From an optimization exercise on the open Yosys and OpenROAD flow, aimed at small area; shortcuts taken in it are not production practice.
The RTL was checked by simulation tests, not by an equivalence proof against the original design.
Power and IR drop assume default switching activity.

==> config.mk <==
export PLATFORM = sky130hd
export DESIGN_NAME = cpu
export DESIGN_NICKNAME = cpu
export VERILOG_FILES = /design/flow/design.v
export SDC_FILE = /design/flow/constraint.sdc
export NUM_CORES = 4
export LEC_CHECK = 0
export ABC_AREA = 1
export CAP_MARGIN = 20
export CORE_MARGIN = 2
export CORE_UTILIZATION = 40
export CTS_BUF_LIST = sky130_fd_sc_hd__clkbuf_4 sky130_fd_sc_hd__clkbuf_8
export GPL_TIMING_DRIVEN = 0
export SLEW_MARGIN = 20
==> constraint.sdc <==
create_clock -name core_clock -period 4.2 [get_ports {clk}]
set_input_delay 0.8400 -clock core_clock [delete_from_list [all_inputs] [get_ports {clk}]]
set_output_delay 0.8400 -clock core_clock [all_outputs]
set_load 0.01 [all_outputs]
==> design.v <==
module cpu(input clk, reset, interrupt,
           input [7:0] datamem_data, usermem_data_in,
           output [7:0] datamem_address, usermem_address, usermem_data_out,
           output rw);
    localparam S0  = 4'b0000;   
    localparam S1S = 4'b0001;   
    localparam S1L = 4'b0100;   
    localparam S1U = 4'b0110;   
    localparam S3  = 4'b0010;   
    localparam S2J = 4'b1000;   
    localparam S2N = 4'b1010;   
    localparam S4  = 4'b1100;   
    localparam S5  = 4'b1110;   
    reg [7:0] pc, jaddr, sp, ua, udo, wbdata;
    reg [7:0] r0, r1, r2, r3;
    reg [3:0] st;
    reg [3:0] ins;
    reg rw_r, wbwrite;
    assign datamem_address = pc;
    assign usermem_address = ua;
    assign usermem_data_out = udo;
    assign rw = rw_r;
    wire [7:0] dd = datamem_data;
    wire [7:0] udi = usermem_data_in;
    wire s0  = ~|st;
    wire s1s = st[0];
    wire s1l = ~st[3] & st[2] & ~st[1];
    wire s1u = ~st[3] & st[2] & st[1];
    wire s1  = st[0] | (~st[3] & st[2]);
    wire s3  = ~st[3] & ~st[2] & st[1];
    wire s4  = st[3] & st[2] & ~st[1];
    wire s5  = st[3] & st[2] & st[1];
    wire jump = st[3] & ~st[1];
    wire [1:0] ra = s1s ? ins[3:2] : dd[3:2];
    wire [1:0] rb = dd[1:0];
    reg [7:0] a, b;
    always @* begin
        case (ra)
            2'd0: a = r0;
            2'd1: a = r1;
            2'd2: a = r2;
            default: a = r3;
        endcase
        case (rb)
            2'd0: b = r0;
            2'd1: b = r1;
            2'd2: b = r2;
            default: b = r3;
        endcase
    end
    wire [3:0] op = dd[7:4];
    reg [3:0] tt;
    always @* begin
        case (op[2:0])
            3'd0: tt = 4'b1110;   
            3'd1: tt = 4'b1000;   
            3'd2: tt = 4'b0011;   
            3'd3: tt = 4'b0110;   
            3'd4: tt = 4'b0110;   
            3'd5: tt = 4'b1001;   
            3'd6: tt = 4'b1010;   
            default: tt = 4'b0000;   
        endcase
    end
    wire arith = op[2] & ~op[1];
    wire [8:0] cy;
    wire [7:0] lg;
    assign cy[0] = op[0];
    genvar i;
    generate for (i = 0; i < 8; i = i + 1) begin : g_alu
        assign lg[i] = tt[{a[i], b[i]}] ^ (arith & cy[i]);
        assign cy[i+1] = (a[i] & (b[i] ^ op[0])) | (cy[i] & (a[i] ^ b[i] ^ op[0]));
    end endgenerate
    wire sh_en = (op[2:0] == 3'd7) & ~|b[7:3];
    wire [7:0] sh1 = b[0] ? {1'b0, a[7:1]} : a;
    wire [7:0] sh2 = b[1] ? {2'b0, sh1[7:2]} : sh1;
    wire [7:0] sh3 = b[2] ? {4'b0, sh2[7:4]} : sh2;
    wire [7:0] alu = lg | (sh3 & {8{sh_en}});
    wire eq = (a == b);
    wire sp_down = op[0] & ~dd[3];
    wire [8:0] spc, pcc;
    wire [7:0] sp_pm, pc_inc;
    assign spc[0] = 1'b1;
    assign pcc[0] = 1'b1;
    generate for (i = 0; i < 8; i = i + 1) begin : g_inc
        assign sp_pm[i] = sp[i] ^ spc[i];
        assign spc[i+1] = spc[i] & (sp[i] ^ sp_down);
        assign pc_inc[i] = pc[i] ^ pcc[i];
        assign pcc[i+1] = pcc[i] & pc[i];
    end endgenerate
    wire act = ~interrupt & ~reset;
    wire x0 = act & s0;
    wire o_alu = ~op[3];
    wire o_ld  = (op == 4'h8);
    wire o_jmp = (op == 4'h9);
    wire o_call = (op == 4'ha);
    wire o_b   = (op == 4'hb);
    wire o_ieq = (op == 4'hc);
    wire o_ine = (op == 4'hd);
    wire o_st  = (op == 4'he);
    wire o_ldu = (op == 4'hf);
    wire o_rts  = o_b & (dd[3:0] == 4'h0);
    wire o_stsp = o_b & (dd[3:0] == 4'h1);
    wire o_pop  = o_b & (dd[3:0] == 4'h2);
    wire o_ldsp = o_b & (dd[3:0] == 4'h4);
    wire o_push = o_b & (dd[3:0] == 4'h8);
    wire sp_step = x0 & (o_call | o_push | o_rts | o_pop);
    wire sp_lda  = x0 & o_ldsp;
    wire sp_en   = reset | sp_step | sp_lda;
    wire [7:0] sp_d = ({8{sp_step}} & sp_pm) | ({8{sp_lda}} & a);
    wire ua_sp  = x0 & (o_call | o_rts | o_pop);
    wire ua_spi = x0 & o_push;
    wire ua_dd  = act & (s1s | s1u);
    wire ua_en  = reset | ua_sp | ua_spi | ua_dd;
    wire [7:0] ua_d = ({8{ua_sp}} & sp) | ({8{ua_spi}} & sp_pm) | ({8{ua_dd}} & dd);
    wire udo_pc = x0 & o_call;
    wire udo_a  = (x0 & o_push) | (act & s1s);
    wire udo_en = reset | udo_pc | udo_a;
    wire [7:0] udo_d = ({8{udo_pc}} & pc) | ({8{udo_a}} & a);
    wire ja_b   = x0 & (o_jmp | o_call);
    wire ja_udi = act & s4;
    wire ja_en  = interrupt | reset | ja_b | ja_udi;
    wire [7:0] ja_d = {interrupt, interrupt, interrupt, interrupt, interrupt, interrupt, 1'b0, interrupt}
                    | ({8{ja_b}} & b) | ({8{ja_udi}} & udi);
    wire wb_alu = x0 & o_alu;
    wire wb_sp  = x0 & o_stsp;
    wire wb_dd  = act & s1l;
    wire wb_udi = act & s5;
    wire wb_en  = reset | wb_alu | wb_sp | wb_dd | wb_udi;
    wire [7:0] wb_d = ({8{wb_alu}} & alu) | ({8{wb_sp}} & sp) | ({8{wb_dd}} & dd) | ({8{wb_udi}} & udi);
    wire wbw_set = (x0 & (o_alu | o_stsp)) | (act & (s1l | s1u));
    wire wbw_clr = reset | (x0 & (o_jmp | o_call | o_rts | o_pop | o_ldsp | o_ieq | o_ine)) | (act & s1s);
    wire wbwrite_d = wbw_set | (wbwrite & ~wbw_clr);
    wire rw_d = interrupt ? rw_r : ((x0 & (o_call | o_push)) | (act & s1s));
    reg [3:0] st_d;
    always @* begin
        st_d = S0;
        if (interrupt | reset)
            st_d = S2J;
        else if (s0) begin
            if (o_ld) st_d = S1L;
            else if (o_jmp | o_call) st_d = S2J;
            else if (o_rts) st_d = S4;
            else if (o_pop) st_d = S5;
            else if ((o_ieq & eq) | (o_ine & ~eq)) st_d = S3;
            else if (o_st) st_d = S1S;
            else if (o_ldu) st_d = S1U;
        end else if (s1u)
            st_d = S5;
        else if (s3) begin
            if (op[3] & op[2] & op[1]) st_d = S2N;
        end else if (s4)
            st_d = S2J;
    end
    wire [1:0] wsel = s1 ? ins[1:0] : dd[1:0];
    wire rf_we = wbwrite_d & ~interrupt;
    wire [7:0] rf_d = wb_en ? wb_d : wbdata;
    always @(posedge clk) begin
        if (sp_en) sp <= sp_d;
        if (ua_en) ua <= ua_d;
        if (udo_en) udo <= udo_d;
        if (ja_en) jaddr <= ja_d;
        if (wb_en) wbdata <= wb_d;
        wbwrite <= wbwrite_d;
        rw_r <= rw_d;
        st <= st_d;
        if (!s1) ins <= dd[3:0];
        if (reset | ~s5) pc <= reset ? 8'h00 : jump ? jaddr : pc_inc;
        if (rf_we && wsel == 2'd0) r0 <= rf_d;
        if (rf_we && wsel == 2'd1) r1 <= rf_d;
        if (rf_we && wsel == 2'd2) r2 <= rf_d;
        if (rf_we && wsel == 2'd3) r3 <= rf_d;
    end
endmodule  
==> run.sh <==
#!/bin/bash
# synth_recipe.tcl (not shown) runs the flow's synth.tcl, then flattens the netlist and writes it again
# the make line also repeats each setting of config.mk as NAME=value (left out here)
make -C /OpenROAD-flow-scripts/flow DESIGN_CONFIG=/design/flow/config.mk WORK_HOME=/design/flow/orfs CLKGATE_MAP_FILE= SYNTH_SCRIPT=/design/flow/synth_recipe.tcl finish
==> metrics.csv, run 1 <==
stage,metric,value,unit
synth,number of synthesis warnings,1,
routing,DR WL/cell,19.0,um
die,Die ar.,15000,um2
run_status,status,no timing/DRC/antenna violations,
cts,CTS clock-pin slew for the worst setup and hold paths,0.09,ns
final_layout,"commonest non-fill, non-tap cell in the layout",nand2_1,
global_routing,overall routing resource usage,0.241,
cts,"Clk Latency, worst-skew pair",0.38,ns
timing,Final Hold Viols,0,
global_routing,grt ovf,0,
timing,Tmin final,3.95,ns
cts,# H-tree levels,3,
routing,DRT iter0 DRCs,554,
global_routing,initial antenna violation count,0,
global_routing,largest net degree at the start of global routing,17,
place,DP Wirelength,13400,um
timing,Max Slew Vio Count,0,
place,buffers added on ports,41,
setup_path,crit end category,register,
cts,Root Driver,clkbuf_8,
routing,DR vias/cell,5.58,
synth,cells after synthesis,678,
routing,met3 WL,1260,um
synth,Post-Synth XOR/XNOR Area,0.0407,
timing,fmax,253,MHz
cts,CTS buffer count,9,
synth,sequential share of the synthesized area,0.459,
die,IO Pins,44,
global_routing,vias in the first global route,4885,
final_layout,Area Overhead vs Synth,16.0,%
setup_path,"Req. time, crit path",4.24,ns
die,Cell Rows,43,
place,DP Area,6250,um2
synth,portion of netlist area occupied by mux cells,0.00179,
final_layout,design area,6500,um2
cts,Clock Sinks,90,
timing,Worst slew margin,0.468,
setup_path,CP Launch Type,input pin,
setup_path,crit path DAT,3.99,ns
final_layout,Reg area,2570,um2
routing,met2 WL,8290,um
power_and_ir_drop,leakage,2.52,nW
final_layout,most frequent cells in the layout,"165 x nand2_1, 77 x edfxtp_1, 66 x nor2_1, 64 x inv_1, 63 x o21ai_0",
die,die height,122,um
synth,Synth Area in Simple Gates,0.254,
flow_run,Max Cap Viol,0,
die,Core Box Area,13800,um2
synth,Async SR Flop Fraction,0,
power_and_ir_drop,power density over cell area,319,nW/um2
final_layout,Multi-input gate area,2710,um2
setup_path,critical path type,in -> reg,
global_routing,first-pass GRT wire length,26600,um
synth,Synth Area in Compound Gates,0.166,
routing,routed vias,5107,
synth,"EDFF count, synth",77,
routing,top sig layer,met4,
power_and_ir_drop,Design Power,2.07,mW
timing,final setup skew,0.0113,ns
place,Placer Congestion,0.972,
power_and_ir_drop,worst-case vdd ir drop,0.201,mV
synth,synthesis-stage register bit count,90,
synth,Syn Nets,703,
die,die width,122,um
final_layout,Final nets,755,
routing,post-route ant nets,0,
synth,largest family of logic cells by synthesized area,simple AND/OR/NAND/NOR gates,
synth,Post-Syn Area,5600,um2
timing,period utilization,0.940,
cts,Max Root-Sink Buffers,2,
timing,Setup Viol. Count Final,0,
routing,residual DRC count,0,
synth,commonest register cell after synthesis,edfxtp_1,
hold_path,worst min-delay path category,reg -> reg,
final_layout,share of layout cells above drive strength 1,0.103,
synth,Synth Area in Adders,0.0134,
final_layout,ANT cells,0,
synth,post-synth cell types,48,
timing,unrepaired setup endpoints after global routing,false,
routing,drt first pass iters,5,
routing,DRT met1 WL,7270,um
cts,hold-fix buffers at CTS,0,
die,Initial Util,0.407,
timing,Worst-Margin Slew,0.792,ns
final_layout,fillers,1366,
synth,Syn Area/Cell,8.26,um2
cts,CTS tree,yes,
routing,routed wire length,17400,um
setup_path,Critical Path Fanout Max,6,
[cells by family (layout without fill, tap and decap cells)]
kind of cell    count (synthesis)  in the layout
mux                             1              1
xor+xnor                       26             26
fa+ha+maj                       6              6
simple gates                  320            320
buf+inv                        86            143
flops                          90             90
compound gates                149            149
[routing by layer]
layer  up-vias  GRT usage
li1       2436          -
met1      2409      0.309
met2       222      0.400
met3        40     0.0460
met4         0      0.101
met5         -          0
[repair_timing]
item,in CTS,in global routing
hold endpoints to repair,0,0
gates resized for setup,0,2
endpoints found under the setup margin,0,4
setup buffers,0,0
[final timing paths]
kind	start	endpoint	slack, ns	cells after the start
max	datamem_data[3]	r3[3]	0.25	17
min reg2reg	wbwrite	wbwrite	0.52	2
min	wbwrite	wbwrite	0.52	2
max reg2reg	st[0]	r3[1]	1.01	16
[power by group]
part           switching (mW)  internal, mW
sequential             0.0155         0.999
clock                   0.333         0.340
combinational           0.258         0.126
total                   0.606          1.46
[critical path: stages]
cell	delay, ns
clkdlybuf4s50_1	0.66
inv_2	0.16
nand2_1	0.11
nand2_2	0.08
nor2_2	0.22
inv_2	0.11
or2_0	0.20
nand2_1	0.29
inv_2	0.11
nand2_1	0.07
o21ai_1	0.08
a21oi_1	0.14
o21ai_1	0.08
o211ai_1	0.08
nand2_1	0.12
a21oi_1	0.28
o2111ai_1	0.33
[area by class of cell]
cell class | instances | area share
multi-input cells | 502 | 0.417
flip-flops and latches | 90 | 0.396
repair buffers | 41 | 0.0632
inverters | 76 | 0.0447
well taps | 180 | 0.0347
clock buffers | 9 | 0.0191
clock inverters | 7 | 0.0152
plain buffers | 10 | 0.0108
[synthesized netlist by cell type, types with 2 or more instances]
cell type,instances,share of area
o21ai_0,63,0.056
buf_6,3,0.0060
nand4_1,5,0.0056
xor2_1,21,0.033
nand2_1,165,0.11
o2111ai_1,2,0.0031
inv_2,9,0.0060
o22ai_1,9,0.010
clkinv_1,2,0.0013
or2_1,2,0.0022
o221ai_1,7,0.011
nand3_2,4,0.0071
o21ai_2,5,0.0078
ha_1,6,0.013
buf_4,2,0.0027
buf_2,2,0.0018
a22oi_1,3,0.0040
nor3_1,11,0.0098
o211ai_1,17,0.023
inv_1,64,0.043
nand3_1,38,0.034
or2_0,4,0.0045
nor2_1,66,0.044
nand2_2,10,0.011
nor2_2,4,0.0045
dfxtp_1,13,0.046
a2111oi_0,3,0.0047
xnor2_1,5,0.0078
a21oi_2,2,0.0031
a21oi_1,22,0.020
edfxtp_1,77,0.41
or2_2,4,0.0045
o21ai_1,8,0.0071
o21ai_4,3,0.0087
nor4_4,2,0.0076
clkbuf_1,3,0.0020
[flip-flops by register name (all words and copies together) (netlist names)]
signal / cells
ins: 4
jaddr: 8
pc: 8
r0: 8
r1: 8
r2: 8
r3: 8
rw_r: 1
sp: 8
st: 4
ua: 8
udo: 8
wbdata: 8
wbwrite: 1
[through the flow]
step | instances | util | setup TNS (ns) | hold WS, ns | setup slack [ns]
2_1_floorplan | 678 | - | 0 | 0.448 | 1.16
3_3_place_gp | 899 | 0.453 | -6.89 | 0.497 | -0.208
3_5_place_dp | 899 | 0.454 | -4.59 | 0.497 | -0.133
4_1_cts | 915 | 0.470 | 0 | 0.520 | 0.269
5_1_grt | 915 | 0.472 | 0 | 0.542 | 0.00427
6_report | 915 | 0.472 | 0 | 0.522 | 0.250
==> run 2: changes to the inputs <==
--- a/design.v
+++ b/design.v
@@ -155,16 +155,21 @@
     wire [1:0] wsel = s1 ? ins[1:0] : dd[1:0];
     wire rf_we = wbwrite_d & ~interrupt;
-    wire [7:0] rf_d = wb_en ? wb_d : wbdata;
+    wire [7:0] rf_d = wb_d | ({8{~wb_en}} & wbdata);
+    wire [7:0] sp_n  = sp_d  | ({8{~sp_en}}  & sp);
+    wire [7:0] ua_n  = ua_d  | ({8{~ua_en}}  & ua);
+    wire [7:0] udo_n = udo_d | ({8{~udo_en}} & udo);
+    wire [7:0] ja_n  = ja_d  | ({8{~ja_en}}  & jaddr);
+    wire [7:0] pc_n  = {8{~reset}} & (({8{jump}} & jaddr) | ({8{s5}} & pc) | ({8{~jump & ~s5}} & pc_inc));
     always @(posedge clk) begin
-        if (sp_en) sp <= sp_d;
-        if (ua_en) ua <= ua_d;
-        if (udo_en) udo <= udo_d;
-        if (ja_en) jaddr <= ja_d;
-        if (wb_en) wbdata <= wb_d;
+        sp <= sp_n;
+        ua <= ua_n;
+        udo <= udo_n;
+        jaddr <= ja_n;
+        wbdata <= rf_d;
+        pc <= pc_n;
         wbwrite <= wbwrite_d;
         rw_r <= rw_d;
         st <= st_d;
         if (!s1) ins <= dd[3:0];
-        if (reset | ~s5) pc <= reset ? 8'h00 : jump ? jaddr : pc_inc;
         if (rf_we && wsel == 2'd0) r0 <= rf_d;
         if (rf_we && wsel == 2'd1) r1 <= rf_d;
==> run 2 against run 1 <==
First-iteration DRC count down 18%. Highest routed layer unchanged. Via count up 6.7%. Flip-flop and latch count unchanged. Sequential share of layout area down 5.5 points. Clock power up 6.7%. Setup slack worse by 0.053 ns. Core utilization up 0.77 points. Design area down 1.9%.
==> metrics.csv, run 2 <==
stage,metric,value,unit
run_status,status,no timing/DRC/antenna violations,
final_layout,fillers,1334,
synth,cells after synthesis,766,
final_layout,Area Overhead vs Synth,16.3,%
setup_path,R2R depth,17,
setup_path,r2r setup slk,0.96,ns
routing,drt first pass iters,5,
timing,Setup Viol. Count Final,0,
setup_path,crit end category,register,
cts,Root Driver,clkbuf_8,
setup_path,source of the worst register-to-register timing path,st[0],
timing,final setup skew,0.0144,ns
synth,sequential share of the synthesized area,0.396,
cts,CTS clock-pin slew for the worst setup and hold paths,0.09,ns
timing,Worst slew margin,0.435,
timing,Max Slew Vio Count,0,
place,Placer Congestion,0.946,
setup_path,Critical Path Fanout Max,10,
place,Inst Count DP,982,
synth,post-synth top area share,0.203,
timing,unrepaired setup endpoints after global routing,false,
cts,CTS buffer count,9,
cts,Setup Buffers After CTS,0,
place,buffers added on ports,40,
power_and_ir_drop,leakage,2.63,nW
setup_path,critical path startpoint,datamem_data[1],
routing,post-route ant nets,0,
global_routing,grt ovf,0,
setup_path,r2r endpoint,r2[0],
cts,Max Root-Sink Buffers,2,
final_layout,ANT cells,0,
hold_path,hold wc startpoint,udo[7],
setup_path,critical path type,in -> reg,
die,Cell Rows,42,
routing,DR vias/cell,5.46,
global_routing,vias in the first global route,5240,
global_routing,largest net degree at the start of global routing,16,
synth,Synth top cells by count,"254 x nand2_1, 85 x inv_1, 55 x nand3_1",
synth,number of synthesis warnings,1,
routing,routed wire length,17900,um
synth,"EDFF count, synth",37,
synth,top cell type by total area after synthesis,edfxtp_1,
synth,Syn Area/Cell,7.16,um2
cts,Clock Sinks,90,
die,die height,121,um
global_routing,initial antenna violation count,0,
timing,period utilization,0.953,
routing,residual DRC count,0,
final_layout,Non-Filler Instances,998,
timing,Worst-Margin Slew,0.841,ns
hold_path,Cells on Worst Hold Path,2,
final_layout,post-layout util,0.479,
synth,"count leader, synth",nand2_1,
die,die width,121,um
power_and_ir_drop,power density over cell area,314,nW/um2
synth,Area contributors post-synth,"edfxtp_1 20%, dfxtp_1 19%, nand2_1 17%",
synth,post-synth cell types,45,
cts,CTS tree,yes,
setup_path,"Req. time, crit path",4.26,ns
final_layout,Final nets,842,
setup_path,crit path DAT,4.07,ns
flow_run,Max Cap Viol,0,
timing,fmax,250,MHz
timing,Tmin final,4.00,ns
die,Core Box Area,13300,um2
cts,# H-tree levels,3,
synth,commonest register cell after synthesis,dfxtp_1,
global_routing,overall routing resource usage,0.256,
timing,Final Hold Viols,0,
routing,routed vias,5449,
synth,Async SR Flop Fraction,0,
die,Die ar.,14700,um2
routing,DR WL/cell,17.9,um
place,Setup WS pre-CTS,-0.209,ns
place,DP Wirelength,13700,um
hold_path,Hold EP,udo[7],
global_routing,first-pass GRT wire length,28300,um
routing,DRT iter0 DRCs,457,
timing,Worst Slack Setup Final,0.196,ns
synth,synthesis-stage register bit count,90,
hold_path,worst min-delay path category,reg -> reg,
final_layout,share of layout cells above drive strength 1,0.0681,
die,IO Pins,44,
die,Initial Util,0.412,
synth,Syn Nets,791,
cts,"Clk Latency, worst-skew pair",0.38,ns
synth,Post-Syn Area,5480,um2
final_layout,most frequent cells in the layout,"254 x nand2_1, 85 x inv_1, 55 x nand3_1, 53 x dfxtp_1, 50 x nor2_1",
power_and_ir_drop,worst-case vdd ir drop,0.231,mV
final_layout,"commonest non-fill, non-tap cell in the layout",nand2_1,
setup_path,CP Launch Type,input pin,
==> run 2: changes by cell type after synthesis, moves of 5 or more <==
cell	previous run	this run
inv_1	64	85
edfxtp_1	77	37
o22ai_1	9	1
nand2_1	165	254
o21ai_0	63	48
nor2_1	66	50
nand3_1	38	55
dfxtp_1	13	53
o211ai_1	17	25
o2111ai_1	2	11
nand2_2	10	5
==> run 2: cell families (layout without fill, tap and decap cells) <==
family | count (synthesis) | after routing | share of synthesized area
multiplexers | 1 | 1 | 0.00183
buffers and inverters | 107 | 163 | 0.0758
adder cells (fa/ha/maj) | 6 | 6 | 0.0137
AO/OA/AOI/OAI | 128 | 128 | 0.148
XOR/XNOR | 27 | 27 | 0.0431
flip-flops | 90 | 90 | 0.396
AND/OR/NAND/NOR | 407 | 407 | 0.321
==> run 2: worst max path at each step <==
stage	endpoint	slack, ns	cells after the start
final	r2[0]	0.20	13
after floorplan	r1[0]	1.06	12
after CTS	r3[3]	0.21	14
after global placement	r3[5]	-0.31	13
after global routing	r3[3]	0.01	16
after detailed placement	r1[3]	-0.21	14
==> run 2: critical path, stage by stage <==
cell and delay [ns]:
clkdlybuf4s50_1 0.62, clkbuf_1 0.49, o21ai_0 0.19, nand3_1 0.14, nand2_2 0.16, inv_2 0.18
buf_2 0.27, nand2_1 0.11, o211ai_1 0.25, xor2_1 0.18, nand2_1 0.07, a22oi_1 0.30
nand4_1 0.26
==> run 2: per-stage QoR <==
step	cell area [um2]	power (mW)	setup TNS, ns	hold WS [ns]
final	6370	2.00	0	0.478
after global routing	6370	2.10	0	0.497
after CTS	6370	2.01	0	0.484
after detailed placement	6120	1.30	-2.47	0.462
after global placement	6100	1.29	-8.25	0.453
after floorplan	5480	1.17	0	0.424
==> run 2: cell type report <==
cell class	count	area, um2	area share
Multi-Input combinational cell	569	2920	0.458
Sequential cell	90	2170	0.341
Timing Repair Buffer	40	400	0.0628
Inverter	94	353	0.0553
Tap cell	176	220	0.0345
Clock buffer	10	131	0.0206
Clock inverter	6	114	0.0179
Buffer	13	62.6	0.00981
==> run 2: what timing repair did <==
item                                    in CTS  in global routing
endpoints found under the setup margin       0                  8
hold buffers                                 0                  0
gates resized for setup                      0                  1
==> run 2: power by group <==
part | internal, mW | switching [mW]
sequential | 0.925 | 0.0135
combinational | 0.112 | 0.235
clock | 0.404 | 0.314
==> run 2: routing by layer <==
metal	track usage	wire, um	up-vias
li1	-	-	2663
met3	0.0733	1480	47
met5	0	0	-
met2	0.406	8250	233
met4	0.127	696	0
met1	0.319	7460	2506
==> run 3: changes to the inputs <==
==> flow/run.sh (new file) <==
#!/bin/bash
# Own layout flow: the standard flow (standard.sh) with two changes:
#  - synthesis maps the combinational logic with an area-oriented ABC script
#    (flow/area.abc) instead of ORFS's; registers are mapped exactly as in the
#    standard synthesis (dfflibmap runs before ABC), so names and cells match;
#  - port buffers use the smallest buffer cell (every port still gets one).
# Each tool's output stays in orfs/logs/ as ORFS writes it; make's own output
# goes to flow_make.log here.
set -euo pipefail
W=$PWD
F=$W/flow
sed "s|log_cmd abc {\*}\$abc_args|log_cmd abc -script $F/area.abc {*}[lrange \$abc_args 2 end]|" \
    "$FLOW_HOME/scripts/synth.tcl" > "$W/synth_area.tcl"
grep -q "area.abc" "$W/synth_area.tcl"
sed "s|\$::env(SCRIPTS_DIR)/synth.tcl|$W/synth_area.tcl|" "$W/synth_recipe.tcl" > "$W/synth_recipe_area.tcl"
grep -q "synth_area.tcl" "$W/synth_recipe_area.tcl"
sed "s|SYNTH_SCRIPT=[^ ]*|SYNTH_SCRIPT=$W/synth_recipe_area.tcl|; s|CLKGATE_MAP_FILE= |CLKGATE_MAP_FILE= 'BUFFER_PORTS_ARGS=-buffer_cell sky130_fd_sc_hd__buf_1' |" \
    "$W/standard.sh" > "$W/own_standard.sh"
grep -q "synth_recipe_area.tcl" "$W/own_standard.sh"
bash "$W/own_standard.sh" > "$W/flow_make.log" 2>&1
==> flow/area.abc (new file) <==
strash; dc2; dch -f; map -D 2800; topo; stime -c; buffer -c; upsize -c; dnsize -c
==> standard.sh (new file) <==
#!/bin/bash
# synth_recipe.tcl (not shown) runs the flow's synth.tcl, then flattens the netlist and writes it again
# the make line also repeats each setting of config.mk as NAME=value (left out here)
make -C /OpenROAD-flow-scripts/flow DESIGN_CONFIG=/design/flow/config.mk WORK_HOME=/design/flow/orfs CLKGATE_MAP_FILE= SYNTH_SCRIPT=/design/flow/synth_recipe.tcl "${@:-finish}"
removed: run.sh
==> run 3 against run 2 <==
Combinational power decreased by 7.8%. Die area decreased by 6.3%. Largest power group unchanged. Critical path depth increased by 8. Flip-flop and latch count unchanged. Critical path type unchanged. Still clean.
==> metrics.csv, run 3 <==
stage,metric,value,unit
setup_path,critical path type,in -> reg,
setup_path,crit-path most repeated cell,o21ai_2,
final_layout,most frequent cells in the layout,"98 x nand2_1, 74 x nor2_1, 71 x inv_1, 60 x o21ai_0, 53 x dfxtp_1",
global_routing,grt ovf,0,
final_layout,Area Overhead vs Synth,12.6,%
place,Setup WS pre-CTS,-0.667,ns
synth,Post-Syn Area,5130,um2
cts,# H-tree levels,3,
final_layout,post-layout util,0.459,
routing,DRT met1 WL,7670,um
timing,final setup skew,0.0152,ns
global_routing,vias in the first global route,4632,
timing,Final Hold Viols,0,
global_routing,largest net degree at the start of global routing,18,
setup_path,"Req. time, crit path",4.29,ns
setup_path,cells along the critical path,buf_2 -> inv_2 -> nor2_1 -> nor2_4 -> inv_2 -> nor2_2 -> a22oi_1 -> nand2_1 -> o21ai_4 -> nor2_1 -> o21ai_2 -> maj3_2 -> maj3_2 -> maj3_2 -> nand2_1 -> o21ai_2 -> o21ai_2 -> nand2_1 -> xor2_1 -> o21ai_2 -> nand3_2,
place,DP Wirelength,12800,um
routing,drt first pass iters,5,
synth,Async SR Flop Fraction,0,
routing,routed wire length,17400,um
place,DP Area,5510,um2
global_routing,first-pass GRT wire length,26100,um
routing,DR vias/cell,5.85,
routing,top sig layer,met4,
final_layout,Final nets,714,
routing,met2 WL,7890,um
setup_path,critical path startpoint,datamem_data[3],
timing,fmax,247,MHz
setup_path,r2r endpoint,r0[7],
power_and_ir_drop,power density over cell area,317,nW/um2
cts,Root Driver,clkbuf_8,
final_layout,ANT cells,0,
die,Die ar.,13700,um2
die,die width,117,um
setup_path,source of the worst register-to-register timing path,st[0],
cts,"Clk Latency, worst-skew pair",0.38,ns
synth,Synth top cells by count,"98 x nand2_1, 75 x nor2_1, 73 x inv_1",
die,IO Pins,44,
cts,Max Root-Sink Buffers,2,
final_layout,design area,5770,um2
timing,Setup Viol. Count Final,0,
timing,period utilization,0.963,
timing,Tmin final,4.04,ns
synth,commonest register cell after synthesis,dfxtp_1,
setup_path,Worst Path Buf+Inv,3,
power_and_ir_drop,worst-case vdd ir drop,0.134,mV
setup_path,CP endpoint,r0[7],
cts,CTS clock-pin slew for the worst setup and hold paths,0.10,ns
place,buffers added on ports,41,
global_routing,overall routing resource usage,0.258,
synth,post-synth cell types,45,
global_routing,initial antenna violation count,0,
synth,Syn Nets,660,
power_and_ir_drop,Seq pwr share,0.513,
cts,CTS tree,yes,
timing,total negative slack,0,ns
synth,"EDFF count, synth",37,
routing,post-route ant nets,0,
synth,Area contributors post-synth,"edfxtp_1 22%, dfxtp_1 21%, nand2_1 7.2%",
power_and_ir_drop,combinational power share,0.175,
timing,unrepaired setup endpoints after global routing,false,
synth,"count leader, synth",nand2_1,
power_and_ir_drop,switching power,584,uW
timing,Worst-Margin Slew,1.10,ns
setup_path,Critical Path Stages,21,
die,Initial Util,0.408,
routing,residual DRC count,0,
place,Placer Congestion,0.983,
cts,CTS buffer count,9,
setup_path,R2R depth,21,
setup_path,CP Launch Type,input pin,
power_and_ir_drop,leakage,2.15,nW
synth,number of synthesis warnings,1,
routing,met3 WL,1180,um
setup_path,Critical Path Fanout Max,9,
routing,DRT iter0 DRCs,489,
setup_path,crit end category,register,
final_layout,Non-Filler Instances,866,
final_layout,fillers,1248,
synth,cells after synthesis,635,
power_and_ir_drop,sw frac,0.320,
flow_run,Max Cap Viol,0,
setup_path,Crit-path slowest cell,maj3_2,
power_and_ir_drop,Clock Power Share,0.312,
hold_path,worst min-delay path category,reg -> reg,
synth,sequential share of the synthesized area,0.424,
timing,Max Slew Vio Count,0,
die,die height,117,um
timing,Worst Slack Setup Final,0.156,ns
synth,Syn Area/Cell,8.07,um2
final_layout,share of layout cells above drive strength 1,0.0965,
synth,top cell type by total area after synthesis,edfxtp_1,
final_layout,Reg area,2170,um2
cts,Clock Sinks,90,
routing,DR WL/cell,20.0,um
synth,synthesis-stage register bit count,90,
setup_path,crit path DAT,4.14,ns
routing,routed vias,5070,
timing,Worst slew margin,0.260,
setup_path,Max stage delay on crit path,0.32,ns
power_and_ir_drop,Int Pwr,1.24,mW
setup_path,r2r setup slk,0.38,ns
place,Inst Count DP,848,
die,Core Box Area,12600,um2
setup_path,family with the most delay on the worst path,simple AND/OR/NAND/NOR gates,
synth,post-synth top area share,0.217,
final_layout,"commonest non-fill, non-tap cell in the layout",nand2_1,
run_status,status,no timing/DRC/antenna violations,
final_layout,Multi-input gate area,2670,um2
die,Cell Rows,41,
## run 3: changes by cell type after synthesis, moves of 6 or more
| cell | change |
|---|---|
| a21oi_1 | +14 |
| a221oi_1 | +10 |
| a22oi_1 | +44 |
| inv_1 | -12 |
| nand2_1 | -156 |
| nand3_1 | -44 |
| nand4_1 | -8 |
| nor2_1 | +25 |
| nor4_1 | +6 |
| o211ai_1 | -20 |
| o21ai_0 | +13 |
| xor2_1 | -6 |
## run 3: worst min-delay path by stage
stage	endpoint	start	cells after the start	slack, ns
finish	jaddr[1]	jaddr[1]	2	0.47
global route	jaddr[1]	jaddr[1]	2	0.49
CTS	jaddr[1]	jaddr[1]	2	0.47
detailed placement	jaddr[1]	jaddr[1]	2	0.45
global placement	ua[3]	ua[3]	2	0.45
floorplan	jaddr[1]	jaddr[1]	2	0.42
## run 3: tightest hold or removal path, stage by stage (launching register included)
cell	delay, ns
dfxtp_1	0.33
nand2_1	0.06
nand2_1	0.04
## run 3: kinds of logic (layout without fill, tap and decap cells)
logic type | after synthesis | in the layout | synth area share
AND/OR/NAND/NOR | 214 | 214 | 0.178
buffers and inverters | 92 | 151 | 0.0691
adder cells (fa/ha/maj) | 9 | 9 | 0.0212
multiplexers | 2 | 2 | 0.00415
flip-flops | 90 | 90 | 0.424
AO/OA/AOI/OAI | 208 | 208 | 0.270
XOR/XNOR | 20 | 20 | 0.0342
## run 3: final cells by class
cell class,instances,area share
Tap cell,172,0.0373
Clock buffer,9,0.0215
Multi-Input combinational cell,453,0.463
Inverter,83,0.0557
Sequential cell,90,0.376
Buffer,9,0.00629
Clock inverter,7,0.0102
Timing Repair Buffer,43,0.0297
## run 3: metal layers
layer | vias to the layer above | track usage
li1 | 2383 | -
met1 | 2428 | 0.357
met2 | 215 | 0.395
met3 | 44 | 0.0469
met4 | 0 | 0.114
met5 | - | 0
## run 3: what timing repair did
action | CTS | global route
buffers inserted | 1 | 1
endpoints found under the hold margin | 0 | 0
hold buffers | 0 | 0
resized for setup | 7 | 13
endpoints found under the setup margin | 13 | 32
pin swaps | 1 | 3
## run 3: power groups by stage
stage / Sequential (mW) / Clock [mW] / Combinational (mW)
detailed placement: 0.958 / 0 / 0.302
global route: 0.940 / 0.617 / 0.349
CTS: 0.938 / 0.581 / 0.307
global placement: 0.958 / 0 / 0.297
finish: 0.938 / 0.570 / 0.320
floorplan: 0.957 / 0 / 0.202
## run 3: metrics by stage
| stage | total power [mW] | hold WS, ns |
|---|---|---|
| 3_3_place_gp | 1.26 | 0.450 |
| 4_1_cts | 1.83 | 0.468 |
| 2_1_floorplan | 1.16 | 0.419 |
| 5_1_grt | 1.91 | 0.493 |
| 6_report | 1.83 | 0.466 |
| 3_5_place_dp | 1.26 | 0.452 |
==> run 4: changes to the inputs <==
--- a/design.v
+++ b/design.v
@@ -155,21 +155,16 @@
     wire [1:0] wsel = s1 ? ins[1:0] : dd[1:0];
     wire rf_we = wbwrite_d & ~interrupt;
-    wire [7:0] rf_d = wb_d | ({8{~wb_en}} & wbdata);
-    wire [7:0] sp_n  = sp_d  | ({8{~sp_en}}  & sp);
-    wire [7:0] ua_n  = ua_d  | ({8{~ua_en}}  & ua);
-    wire [7:0] udo_n = udo_d | ({8{~udo_en}} & udo);
-    wire [7:0] ja_n  = ja_d  | ({8{~ja_en}}  & jaddr);
-    wire [7:0] pc_n  = {8{~reset}} & (({8{jump}} & jaddr) | ({8{s5}} & pc) | ({8{~jump & ~s5}} & pc_inc));
+    wire [7:0] rf_d = wb_en ? wb_d : wbdata;
     always @(posedge clk) begin
-        sp <= sp_n;
-        ua <= ua_n;
-        udo <= udo_n;
-        jaddr <= ja_n;
-        wbdata <= rf_d;
-        pc <= pc_n;
+        if (sp_en) sp <= sp_d;
+        if (ua_en) ua <= ua_d;
+        if (udo_en) udo <= udo_d;
+        if (ja_en) jaddr <= ja_d;
+        if (wb_en) wbdata <= wb_d;
         wbwrite <= wbwrite_d;
         rw_r <= rw_d;
         st <= st_d;
         if (!s1) ins <= dd[3:0];
+        if (reset | ~s5) pc <= reset ? 8'h00 : jump ? jaddr : pc_inc;
         if (rf_we && wsel == 2'd0) r0 <= rf_d;
         if (rf_we && wsel == 2'd1) r1 <= rf_d;
--- a/flow/run.sh
+++ b/flow/run.sh
@@ -1,8 +1,9 @@
 #!/bin/bash
-# Own layout flow: the standard flow (standard.sh) with two changes:
+# Own layout flow: the standard flow (standard.sh) with three changes:
 #  - synthesis maps the combinational logic with an area-oriented ABC script
 #    (flow/area.abc) instead of ORFS's; registers are mapped exactly as in the
 #    standard synthesis (dfflibmap runs before ABC), so names and cells match;
-#  - port buffers use the smallest buffer cell (every port still gets one).
+#  - port buffers use the smallest buffer cell (every port still gets one);
+
 # Each tool's output stays in orfs/logs/ as ORFS writes it; make's own output
 # goes to flow_make.log here.
==> run 4 against run 3 <==
Synthesized cell count is 1.6% lower. Critical endpoint unchanged. Via count is 0.99% lower. Clock power is 15% higher. Power is 10% higher.
==> metrics.csv, run 4 <==
stage,metric,value,unit
run_status,status,no timing/DRC/antenna violations,
timing,Setup Viol. Count Final,0,
synth,Area contributors post-synth,"edfxtp_1 43%, nand2_1 7.1%, o21ai_0 6.7%",
power_and_ir_drop,sw frac,0.313,
die,die width,119,um
power_and_ir_drop,worst-case vdd ir drop,0.170,mV
global_routing,grt ovf,0,
routing,DR vias/cell,5.83,
place,Setup WS pre-CTS,-0.791,ns
cts,CTS buffer count,9,
global_routing,vias in the first global route,4710,
setup_path,"Req. time, crit path",4.30,ns
final_layout,Final nets,705,
cts,CTS tree,yes,
timing,period utilization,0.961,
routing,post-route ant nets,0,
synth,"EDFF count, synth",77,
die,Cell Rows,42,
setup_path,critical path type,in -> reg,
synth,Synth top cells by count,"100 x nand2_1, 77 x edfxtp_1, 76 x inv_1",
final_layout,"commonest non-fill, non-tap cell in the layout",nand2_1,
final_layout,share of layout cells above drive strength 1,0.0964,
timing,Worst-Margin Slew,0.800,ns
cts,Root Driver,clkbuf_8,
die,Initial Util,0.406,
routing,DRT iter0 DRCs,563,
synth,Async SR Flop Fraction,0,
place,buffers added on ports,41,
cts,Clock Sinks,90,
synth,post-synth cell types,43,
timing,fmax,248,MHz
synth,commonest register cell after synthesis,edfxtp_1,
final_layout,fillers,1306,
setup_path,crit path DAT,4.14,ns
synth,Syn Area/Cell,8.51,um2
cts,CTS clock-pin slew for the worst setup and hold paths,0.11,ns
power_and_ir_drop,Design Power,2.01,mW
synth,sequential share of the synthesized area,0.484,
synth,top cell type by total area after synthesis,edfxtp_1,
synth,number of synthesis warnings,1,
synth,Syn Nets,650,
timing,Tmin final,4.04,ns
power_and_ir_drop,Clock Power Share,0.326,
routing,drt first pass iters,6,
die,Core Box Area,13100,um2
timing,Worst Slack Setup Final,0.164,ns
final_layout,Non-Filler Instances,861,
cts,hold-fix buffers at CTS,0,
timing,Hold WS,0.561,ns
global_routing,first-pass GRT wire length,26200,um
power_and_ir_drop,leakage,2.27,nW
synth,Post-Syn Area,5320,um2
power_and_ir_drop,power density over cell area,335,nW/um2
timing,Max Slew Vio Count,0,
timing,Final Hold Viols,0,
place,Placer Congestion,1.00,
final_layout,Area Overhead vs Synth,13.1,%
routing,routed wire length,17500,um
final_layout,Multi-input gate area,2460,um2
power_and_ir_drop,combinational power share,0.168,
power_and_ir_drop,Int Pwr,1.38,mW
flow_run,Max Cap Viol,0,
cts,"Clk Latency, worst-skew pair",0.40,ns
place,DP Wirelength,12900,um
final_layout,ANT cells,0,
cts,# H-tree levels,3,
routing,residual DRC count,0,
power_and_ir_drop,Seq pwr share,0.506,
place,Inst Count DP,842,
global_routing,largest net degree at the start of global routing,18,
global_routing,overall routing resource usage,0.246,
setup_path,Critical Path Fanout Max,10,
final_layout,most frequent cells in the layout,"100 x nand2_1, 77 x edfxtp_1, 75 x inv_1, 70 x nor2_1, 69 x o21ai_0",
timing,Worst slew margin,0.464,
setup_path,crit end category,register,
routing,routed vias,5020,
die,die height,119,um
global_routing,initial antenna violation count,0,
hold_path,worst min-delay path category,reg -> reg,
power_and_ir_drop,switching power,629,uW
routing,DR WL/cell,20.3,um
timing,final setup skew,0.0214,ns
die,IO Pins,44,
cts,Max Root-Sink Buffers,2,
setup_path,CP Launch Type,input pin,
synth,cells after synthesis,625,
synth,synthesis-stage register bit count,90,
final_layout,Reg area,2570,um2
synth,post-synth top area share,0.435,
synth,"count leader, synth",nand2_1,
die,Die ar.,14200,um2
-- run 4: metrics by stage --
step / TNS [ns] / cell area, um2 / utilization
after floorplan: 0 / 5320 / -
after global placement: -23.13 / 5690 / 0.435
after detailed placement: -24.73 / 5690 / 0.435
after CTS: 0 / 5920 / 0.453
after global routing: -0.0638 / 6010 / 0.460
final: 0 / 6010 / 0.460
-- run 4: worst paths after layout --
check	startpoint	end	slack [ns]	depth (start not counted)
min reg2reg	wbdata[3]	wbdata[3]	0.56	2
max	datamem_data[1]	r0[7]	0.16	20
max reg2reg	st[0]	r0[7]	0.43	23
min	wbdata[3]	wbdata[3]	0.56	2
-- run 4: power groups by stage --
stage	Combinational, mW	Clock (mW)	Sequential (mW)
2_1_floorplan	0.205	0	1.04
3_3_place_gp	0.314	0	1.04
3_5_place_dp	0.317	0	1.04
4_1_cts	0.321	0.664	1.02
5_1_grt	0.366	0.698	1.02
6_report	0.339	0.656	1.02
-- run 4: cell families (layout without fill, tap and decap cells) --
group,after synthesis,count (layout),synth area share
compound gates,204,204,0.233
xor+xnor,19,19,0.0313
fa+ha+maj,8,8,0.0184
buf+inv,96,156,0.0694
flops,90,90,0.484
simple gates,208,208,0.164
-- run 4: area by class of cell --
cell class	count	area share
Clock buffer	9	0.0206
Clock inverter	7	0.0141
Multi-Input combinational cell	439	0.410
Timing Repair Buffer	44	0.0295
Inverter	86	0.0537
Sequential cell	90	0.428
Tap cell	176	0.0366
Buffer	10	0.00791
-- run 4: layer usage --
metal,global-route usage,share of wire
met2,0.386,0.46
met4,0.123,0.036
met5,0,0
met3,0.0508,0.091
met1,0.323,0.41
-- run 4: critical path, cell delays in order --
cell	delay [ns]
buf_1	0.13
buf_2	0.29
inv_1	0.14
nor2_1	0.24
inv_1	0.28
o21ai_2	0.28
xor2_1	0.12
nor2_1	0.13
o21ai_1	0.13
maj3_2	0.33
maj3_2	0.33
nand2_2	0.07
o21ai_2	0.07
nand2_2	0.07
o21ai_2	0.07
o21ai_2	0.06
nand2_1	0.08
a22o_1	0.18
o21ai_1	0.14
a31oi_2	0.15
-- run 4: what timing repair did --
action / CTS / global route
setup buffers: 0 / 3
pin swaps: 0 / 2
gates resized for setup: 6 / 20
setup endpoints to repair: 28 / 46
==> run 5: changes to the inputs <==
--- a/design.v
+++ b/design.v
@@ -15,5 +15,5 @@
     reg [7:0] r0, r1, r2, r3;
     reg [3:0] st;
-    reg [3:0] ins;
+    reg [1:0] ins;
     reg rw_r, wbwrite;
     assign datamem_address = pc;
@@ -32,5 +32,5 @@
     wire s5  = st[3] & st[2] & st[1];
     wire jump = st[3] & ~st[1];
-    wire [1:0] ra = s1s ? ins[3:2] : dd[3:2];
+    wire [1:0] ra = s1s ? ins : dd[3:2];
     wire [1:0] rb = dd[1:0];
     reg [7:0] a, b;
@@ -57,5 +57,5 @@
             3'd2: tt = 4'b0011;   
             3'd3: tt = 4'b0110;   
-            3'd4: tt = 4'b0110;   
+            3'd4: tt = op[3] ? 4'b1001 : 4'b0110;   
             3'd5: tt = 4'b1001;   
             3'd6: tt = 4'b1010;   
@@ -65,10 +65,11 @@
     wire arith = op[2] & ~op[1];
     wire [8:0] cy;
-    wire [7:0] lg;
+    wire [7:0] t, lg;
     assign cy[0] = op[0];
     genvar i;
     generate for (i = 0; i < 8; i = i + 1) begin : g_alu
-        assign lg[i] = tt[{a[i], b[i]}] ^ (arith & cy[i]);
-        assign cy[i+1] = (a[i] & (b[i] ^ op[0])) | (cy[i] & (a[i] ^ b[i] ^ op[0]));
+        assign t[i] = tt[{a[i], b[i]}];
+        assign lg[i] = t[i] ^ (arith & cy[i]);
+        assign cy[i+1] = t[i] ? cy[i] : a[i];
     end endgenerate
     wire sh_en = (op[2:0] == 3'd7) & ~|b[7:3];
@@ -77,16 +78,5 @@
     wire [7:0] sh3 = b[2] ? {4'b0, sh2[7:4]} : sh2;
     wire [7:0] alu = lg | (sh3 & {8{sh_en}});
-    wire eq = (a == b);
-    wire sp_down = op[0] & ~dd[3];
-    wire [8:0] spc, pcc;
-    wire [7:0] sp_pm, pc_inc;
-    assign spc[0] = 1'b1;
-    assign pcc[0] = 1'b1;
-    generate for (i = 0; i < 8; i = i + 1) begin : g_inc
-        assign sp_pm[i] = sp[i] ^ spc[i];
-        assign spc[i+1] = spc[i] & (sp[i] ^ sp_down);
-        assign pc_inc[i] = pc[i] ^ pcc[i];
-        assign pcc[i+1] = pcc[i] & pc[i];
-    end endgenerate
+    wire eq = &t;
     wire act = ~interrupt & ~reset;
     wire x0 = act & s0;
@@ -106,7 +96,17 @@
     wire o_push = o_b & (dd[3:0] == 4'h8);
     wire sp_step = x0 & (o_call | o_push | o_rts | o_pop);
+    wire sp_down = op[0] & ~dd[3];
+    wire [8:0] spc, pcc;
+    wire [7:0] sp_pm, pc_inc;
+    assign spc[0] = sp_step;
+    assign pcc[0] = ~s5;
+    generate for (i = 0; i < 8; i = i + 1) begin : g_inc
+        assign sp_pm[i] = sp[i] ^ spc[i];
+        assign spc[i+1] = spc[i] & (sp[i] ^ sp_down);
+        assign pc_inc[i] = pc[i] ^ pcc[i];
+        assign pcc[i+1] = pcc[i] & pc[i];
+    end endgenerate
     wire sp_lda  = x0 & o_ldsp;
-    wire sp_en   = reset | sp_step | sp_lda;
-    wire [7:0] sp_d = ({8{sp_step}} & sp_pm) | ({8{sp_lda}} & a);
+    wire [7:0] sp_n = {8{~reset}} & (sp_lda ? a : sp_pm);
     wire ua_sp  = x0 & (o_call | o_rts | o_pop);
     wire ua_spi = x0 & o_push;
@@ -153,18 +153,22 @@
             st_d = S2J;
     end
-    wire [1:0] wsel = s1 ? ins[1:0] : dd[1:0];
+    wire [1:0] wsel = s1 ? ins : dd[1:0];
     wire rf_we = wbwrite_d & ~interrupt;
-    wire [7:0] rf_d = wb_en ? wb_d : wbdata;
+    wire [7:0] rf_d = wb_d | ({8{~wb_en}} & wbdata);
+    wire [7:0] ua_n  = ua_d  | ({8{~ua_en}}  & ua);
+    wire [7:0] udo_n = udo_d | ({8{~udo_en}} & udo);
+    wire [7:0] ja_n  = ja_d  | ({8{~ja_en}}  & jaddr);
+    wire [7:0] pc_n  = {8{~reset}} & (jump ? jaddr : pc_inc);
     always @(posedge clk) begin
-        if (sp_en) sp <= sp_d;
-        if (ua_en) ua <= ua_d;
-        if (udo_en) udo <= udo_d;
-        if (ja_en) jaddr <= ja_d;
-        if (wb_en) wbdata <= wb_d;
+        sp <= sp_n;
+        ua <= ua_n;
+        udo <= udo_n;
+        jaddr <= ja_n;
+        wbdata <= rf_d;
+        pc <= pc_n;
         wbwrite <= wbwrite_d;
         rw_r <= rw_d;
         st <= st_d;
-        if (!s1) ins <= dd[3:0];
-        if (reset | ~s5) pc <= reset ? 8'h00 : jump ? jaddr : pc_inc;
+        if (!s1) ins <= o_st ? dd[3:2] : dd[1:0];
         if (rf_we && wsel == 2'd0) r0 <= rf_d;
         if (rf_we && wsel == 2'd1) r1 <= rf_d;
--- a/flow/run.sh
+++ b/flow/run.sh
@@ -1,9 +1,8 @@
 #!/bin/bash
-# Own layout flow: the standard flow (standard.sh) with three changes:
+# Own layout flow: the standard flow (standard.sh) with two changes:
 #  - synthesis maps the combinational logic with an area-oriented ABC script
 #    (flow/area.abc) instead of ORFS's; registers are mapped exactly as in the
 #    standard synthesis (dfflibmap runs before ABC), so names and cells match;
-#  - port buffers use the smallest buffer cell (every port still gets one);
-
+#  - port buffers use the smallest buffer cell (every port still gets one).
 # Each tool's output stays in orfs/logs/ as ORFS writes it; make's own output
 # goes to flow_make.log here.
==> flow/area.abc (replaced) <==
strash; dc2; dch -f; map -D 2400; topo; stime -c; buffer -c; upsize -c; dnsize -c
--- a/config.mk
+++ b/config.mk
@@ -9,5 +9,5 @@
 export CAP_MARGIN = 20
 export CORE_MARGIN = 2
-export CORE_UTILIZATION = 40
+export CORE_UTILIZATION = 65
 export CTS_BUF_LIST = sky130_fd_sc_hd__clkbuf_4 sky130_fd_sc_hd__clkbuf_8
 export GPL_TIMING_DRIVEN = 0
==> run 5 against run 4 <==
Largest power group unchanged. Largest cell class is now multi-input combinational cells. Maximum frequency up 2.4%. Flip-flop and latch count down 2. Clock power down 11%. Non-clock buffer count down 3. Hold slack worse by 0.10 ns. Design area down 12%. Global-route usage up 13 points. Sequential share of layout area down 3.1 points. Power down 12%. First-iteration DRC count up 63%. Setup slack better by 0.093 ns.
==> metrics.csv, run 5 <==
stage,metric,value,unit
global_routing,grt ovf,0,
flow_run,Max Cap Viol,0,
synth,Syn Nets,653,
die,Cell Rows,31,
timing,Max Slew Vio Count,0,
routing,post-route ant nets,0,
synth,Area contributors post-synth,"dfxtp_1 22%, edfxtp_1 22%, nand2_1 9.6%",
power_and_ir_drop,power density over cell area,334,nW/um2
timing,Worst-Margin Slew,1.00,ns
final_layout,Multi-input gate area,2420,um2
global_routing,vias in the first global route,4605,
place,buffers added on ports,40,
setup_path,Critical Path Fanout Max,10,
cts,hold-fix buffers at CTS,0,
timing,unrepaired setup endpoints after global routing,false,
routing,drt first pass iters,6,
die,Die ar.,8160,um2
run_status,status,no timing/DRC/antenna violations,
routing,DR vias/cell,6.52,
synth,cells after synthesis,627,
cts,CTS tree,yes,
power_and_ir_drop,worst-case vdd ir drop,0.228,mV
final_layout,Final nets,704,
place,Setup WS pre-CTS,0.0593,ns
synth,post-synth cell types,43,
synth,Synth top cells by count,"124 x nand2_1, 71 x nor2_1, 69 x o21ai_0",
setup_path,CP Launch Type,input pin,
routing,routed vias,5102,
cts,Setup Buffers After CTS,0,
place,Placer Congestion,1.03,
routing,routed wire length,15300,um
synth,Syn Area/Cell,7.73,um2
final_layout,Area Overhead vs Synth,9.84,%
setup_path,crit end category,register,
synth,Async SR Flop Fraction,0,
die,Initial Util,0.668,
final_layout,most frequent cells in the layout,"124 x nand2_1, 71 x nor2_1, 69 x o21ai_0, 55 x inv_1, 53 x dfxtp_1",
timing,Final Hold Viols,0,
cts,Resized Gates After CTS,0,
timing,final setup skew,0.0127,ns
synth,number of synthesis warnings,1,
final_layout,share of layout cells above drive strength 1,0.0630,
cts,"Clk Latency, worst-skew pair",0.37,ns
setup_path,critical path type,in -> reg,
synth,post-synth top area share,0.219,
die,IO Pins,44,
cts,CTS buffer count,9,
timing,total negative slack,0,ns
timing,Tmin final,3.94,ns
die,die height,90.3,um
cts,Max Root-Sink Buffers,2,
final_layout,fillers,597,
final_layout,Non-Filler Instances,782,
synth,"EDFF count, synth",35,
hold_path,worst min-delay path category,reg -> reg,
global_routing,initial antenna violation count,0,
timing,Setup Viol. Count Final,0,
synth,sequential share of the synthesized area,0.436,
global_routing,first-pass GRT wire length,23700,um
die,Core Box Area,7250,um2
final_layout,ANT cells,0,
global_routing,overall routing resource usage,0.374,
routing,DRT iter0 DRCs,915,
die,die width,90.3,um
setup_path,"Req. time, crit path",4.23,ns
synth,synthesis-stage register bit count,88,
synth,commonest register cell after synthesis,dfxtp_1,
timing,fmax,254,MHz
timing,Worst slew margin,0.324,
routing,residual DRC count,0,
place,Inst Count DP,766,
cts,Root Driver,clkbuf_8,
timing,Worst Slack Setup Final,0.257,ns
global_routing,largest net degree at the start of global routing,19,
final_layout,Reg area,2110,um2
synth,top cell type by total area after synthesis,dfxtp_1,
cts,# H-tree levels,3,
cts,Clock Sinks,88,
cts,CTS clock-pin slew for the worst setup and hold paths,0.10,ns
place,DP Wirelength,11500,um
setup_path,crit path DAT,3.97,ns
final_layout,"commonest non-fill, non-tap cell in the layout",nand2_1,
timing,period utilization,0.939,
power_and_ir_drop,leakage,2.12,nW
routing,DR WL/cell,19.6,um
synth,"count leader, synth",nand2_1,
synth,Post-Syn Area,4850,um2
run 5: metal layers:
metal / share of wire / up-vias / track usage
met2: 0.46 / 396 / 0.613
met3: 0.11 / 81 / 0.0551
met4: 0.058 / 0 / 0.181
li1: - / 2305 / -
met5: 0 / - / 0
met1: 0.37 / 2320 / 0.490
run 5: logic make-up after synthesis:
logic type	after synthesis	synth area share
compound gates	205	0.260
buf+inv	81	0.0651
simple gates	231	0.194
flops	88	0.436
xor+xnor	15	0.0271
fa+ha+maj	7	0.0181
run 5: final timing paths:
| path | endpoint | startpoint | cells after the start | slack [ns] |
|---|---|---|---|---|
| min reg2reg | udo[0] | udo[0] | 2 | 0.46 |
| min | udo[0] | udo[0] | 2 | 0.46 |
| max | r1[1] | datamem_data[2] | 16 | 0.26 |
| max reg2reg | r1[1] | st[0] | 15 | 0.56 |
run 5: final cells by class:
type / instances / share of cell area
Inverter: 70 / 0.0494
Multi-Input combinational cell: 458 / 0.456
Sequential cell: 88 / 0.397
Clock inverter: 7 / 0.0136
Timing Repair Buffer: 40 / 0.0282
Clock buffer: 9 / 0.0233
Buffer: 11 / 0.00987
Tap cell: 99 / 0.0233
run 5: stage by stage:
| step | hold slack, ns | power, mW | util | area (um2) |
|---|---|---|---|---|
| after CTS | 0.465 | 1.76 | 0.733 | 5320 |
| after floorplan | 0.431 | 1.11 | - | 4850 |
| after global routing | 0.508 | 1.83 | 0.734 | 5320 |
| after detailed placement | 0.448 | 1.20 | 0.706 | 5120 |
| final | 0.458 | 1.78 | 0.734 | 5320 |
| after global placement | 0.429 | 1.19 | 0.706 | 5120 |
run 5: critical path: stages:
cell and delay (ns):
buf_1 0.24, inv_2 0.11, nand2_1 0.09, o21ai_2 0.10, nor2_1 0.16, inv_2 0.13
o21ai_0 0.80, inv_1 0.21, nand2_1 0.10, o21ai_0 0.15, nand2_1 0.10, o21ai_0 0.11
nand2_1 0.09, nand2_1 0.05, o21ai_0 0.34, o2111ai_1 0.36
run 5: power breakdown:
| group | total [mW] | leakage [nW] | internal (mW) | switching [mW] |
|---|---|---|---|---|
| clock | 0.584 | 0.0970 | 0.234 | 0.350 |
| combinational | 0.277 | 1.27 | 0.0762 | 0.201 |
| sequential | 0.914 | 0.749 | 0.903 | 0.0117 |
==> run 6: changes to the inputs <==
--- a/config.mk
+++ b/config.mk
@@ -9,5 +9,5 @@
 export CAP_MARGIN = 20
 export CORE_MARGIN = 2
-export CORE_UTILIZATION = 65
+export CORE_UTILIZATION = 40
 export CTS_BUF_LIST = sky130_fd_sc_hd__clkbuf_4 sky130_fd_sc_hd__clkbuf_8
 export GPL_TIMING_DRIVEN = 0
==> run 6 against run 5 <==
Still clean on timing, DRC and antenna. Design area rose by 1.5%. Clock skew up 0.0017 ns. Global-route usage shrank 14 points. Power increased by 2.9%. Die area grew 59%. Maximum frequency down 0.90%. Critical endpoint is now r2[7]. Largest cell class unchanged.
==> metrics.csv, run 6 <==
stage,metric,value,unit
run_status,status,no timing/DRC/antenna violations,
final_layout,ANT cells,0,
cts,Resized Gates After CTS,0,
synth,Syn Area/Cell,7.73,um2
synth,post-synth top area share,0.219,
synth,cells after synthesis,627,
synth,"count leader, synth",nand2_1,
cts,CTS buffer count,9,
die,die height,114,um
die,Cell Rows,40,
power_and_ir_drop,worst-case vdd ir drop,0.273,mV
setup_path,Critical Path Fanout Max,7,
die,Initial Util,0.407,
power_and_ir_drop,Int Pwr,1.32,mW
timing,period utilization,0.947,
routing,residual DRC count,0,
cts,Root Driver,clkbuf_8,
synth,Syn Nets,653,
die,IO Pins,44,
timing,Setup Viol. Count Final,0,
global_routing,initial antenna violation count,0,
routing,routed wire length,15200,um
synth,commonest register cell after synthesis,dfxtp_1,
global_routing,grt ovf,0,
final_layout,"commonest non-fill, non-tap cell in the layout",nand2_1,
power_and_ir_drop,power density over cell area,338,nW/um2
power_and_ir_drop,Seq pwr share,0.500,
routing,routed vias,4738,
timing,Hold WS,0.453,ns
cts,"Clk Latency, worst-skew pair",0.37,ns
cts,CTS clock-pin slew for the worst setup and hold paths,0.09,ns
routing,DRT iter0 DRCs,385,
setup_path,"Req. time, crit path",4.24,ns
cts,hold-fix buffers at CTS,0,
die,Die ar.,13000,um2
timing,Worst-Margin Slew,1.14,ns
global_routing,overall routing resource usage,0.237,
die,die width,114,um
hold_path,worst min-delay path category,reg -> reg,
timing,Final Hold Viols,0,
place,Placer Congestion,0.995,
cts,Setup Buffers After CTS,0,
timing,final setup skew,0.0144,ns
routing,post-route ant nets,0,
global_routing,largest net degree at the start of global routing,15,
routing,DR WL/cell,18.3,um
power_and_ir_drop,combinational power share,0.148,
timing,Max Slew Vio Count,0,
cts,CTS tree,yes,
global_routing,vias in the first global route,4386,
timing,Worst Slack Setup Final,0.221,ns
synth,"EDFF count, synth",35,
synth,Area contributors post-synth,"dfxtp_1 22%, edfxtp_1 22%, nand2_1 9.6%",
synth,top cell type by total area after synthesis,dfxtp_1,
setup_path,crit end category,register,
die,Core Box Area,11900,um2
power_and_ir_drop,sw frac,0.279,
setup_path,CP Launch Type,input pin,
routing,DR vias/cell,5.71,
synth,Synth top cells by count,"124 x nand2_1, 71 x nor2_1, 69 x o21ai_0",
final_layout,Final nets,704,
place,Setup WS pre-CTS,-0.0463,ns
final_layout,Area Overhead vs Synth,11.5,%
power_and_ir_drop,leakage,2.13,nW
synth,Async SR Flop Fraction,0,
final_layout,most frequent cells in the layout,"124 x nand2_1, 71 x nor2_1, 69 x o21ai_0, 55 x inv_1, 53 x dfxtp_1",
setup_path,crit path DAT,4.02,ns
flow_run,Max Cap Viol,0,
synth,post-synth cell types,43,
synth,number of synthesis warnings,1,
synth,synthesis-stage register bit count,88,
cts,Max Root-Sink Buffers,2,
timing,fmax,251,MHz
global_routing,first-pass GRT wire length,23300,um
timing,Worst slew margin,0.235,
routing,drt first pass iters,5,
place,buffers added on ports,40,
cts,# H-tree levels,3,
final_layout,share of layout cells above drive strength 1,0.0600,
setup_path,critical path type,in -> reg,
cts,Clock Sinks,88,
timing,Tmin final,3.98,ns
synth,Post-Syn Area,4850,um2
power_and_ir_drop,Clock Power Share,0.353,
place,DP Wirelength,12000,um
synth,sequential share of the synthesized area,0.436,
timing,unrepaired setup endpoints after global routing,false,
power_and_ir_drop,switching power,510,uW
-- run 6: worst paths after layout --
check	start	endpoint	slack, ns	depth (start not counted)
max	datamem_data[2]	r2[7]	0.22	23
min	udo[0]	udo[0]	0.45	2
max reg2reg	st[0]	r2[7]	0.42	22
min reg2reg	udo[0]	udo[0]	0.45	2
-- run 6: area by class of cell --
class | instances | area [um2]
Tap cell | 147 | 184
Sequential cell | 88 | 2110
Clock inverter | 6 | 83.8
Fill cell | 1235 | 6510
Multi-Input combinational cell | 458 | 2420
Inverter | 70 | 263
Buffer | 11 | 52.6
Timing Repair Buffer | 40 | 150
Clock buffer | 10 | 131
-- run 6: metal layers --
layer | vias to the layer above | part of all wire | routed length (um) | global-route usage
li1 | 2291 | - | - | -
met1 | 2226 | 0.44 | 6700 | 0.320
met2 | 192 | 0.45 | 6930 | 0.369
met3 | 29 | 0.072 | 1100 | 0.0476
met4 | 0 | 0.033 | 499 | 0.103
met5 | - | 0 | 0 | 0
-- run 6: worst max-delay path, stage by stage --
cell and delay [ns]:
buf_1 0.23, inv_2 0.10, nand2_1 0.08, o21ai_2 0.09, inv_1 0.18, nor2_4 0.10, a22oi_1 0.17, o211ai_1 0.12
o21ai_1 0.30, inv_1 0.21, a21oi_1 0.15, o21ai_0 0.16, nand2_1 0.16, nand2_1 0.06, nand2_1 0.09, nand2_1 0.06
nand2_1 0.08, nand2_1 0.06, nand2_2 0.07, a21oi_2 0.06, a22o_1 0.18, o21ai_1 0.20, nand3_1 0.26
-- run 6: logic make-up after synthesis --
logic type,count (synthesis),synth area share
simple gates,231,0.194
compound gates,205,0.260
flops,88,0.436
buf+inv,81,0.0651
xor+xnor,15,0.0271
fa+ha+maj,7,0.0181
-- run 6: power by group through the flow --
stage          registers, mW  clock network, mW  logic [mW]
3_5_place_dp           0.933                  0       0.263
4_1_cts                0.913              0.655       0.264
3_3_place_gp           0.932                  0       0.261
2_1_floorplan          0.934                  0       0.176
6_report               0.913              0.644       0.270
5_1_grt                0.915              0.683       0.299
-- run 6: stage by stage --
stage                     setup TNS [ns]  std cells  instance area [um2]   util  total power [mW]
after global routing                   0        830                 5400  0.453              1.90
after floorplan                        0        627                 4850      -              1.11
after detailed placement          -0.290        814                 5190  0.435              1.20
after CTS                              0        830                 5400  0.453              1.83
after global placement                 0        814                 5180  0.435              1.19
final                                  0        830                 5400  0.453              1.83

## separate check: timing with driven ports
Ports are ideal in the flow. The routed layouts listed here were re-timed in OpenROAD.
Step 1 (the two cells are an assumption about what drives the block):
set clk [get_ports {clk}]
set_driving_cell -lib_cell sky130_fd_sc_hd__clkbuf_16 $clk
set_driving_cell -lib_cell sky130_fd_sc_hd__buf_2 [delete_from_list [all_inputs] $clk]
Step 2 adds t to the input delays and takes it off the output delays; t is the mean of the earliest and latest rising clock arrival at the registers after step 1. Input paths then give back, and output paths get back, about the clock's delay inside the block.
Three values: ideal, step 1, step 2; two values: the first two.
| run | shift t [ns] | slack for setup (ns) | worst setup path after step 2 | slew at the worst register clock pin (ns) | pins driven straight from the clock port |
|---|---|---|---|---|---|
| run 1 | 0.410 | 0.250 / 0.263 / -0.147 | input to register | 0.10 / 0.10 | 1 |
| run 2 | 0.411 | 0.196 / 0.209 / -0.202 | input to register | 0.09 / 0.09 | 1 |
| run 3 | 0.407 | 0.156 / 0.172 / -0.236 | input to register | 0.11 / 0.11 | 1 |
| run 4 | 0.420 | 0.164 / 0.175 / -0.246 | input to register | 0.11 / 0.11 | 1 |
| run 5 | 0.393 | 0.257 / 0.269 / -0.124 | input to register | 0.10 / 0.10 | 1 |
| run 6 | 0.401 | 0.221 / 0.237 / -0.165 | input to register | 0.09 / 0.09 | 1 |
Met with ideal ports but missed after step 2: setup timing in every run listed. The setup slack of run 4, which loses most, moves by +0.011 ns with the drivers and by -0.410 ns with both steps.
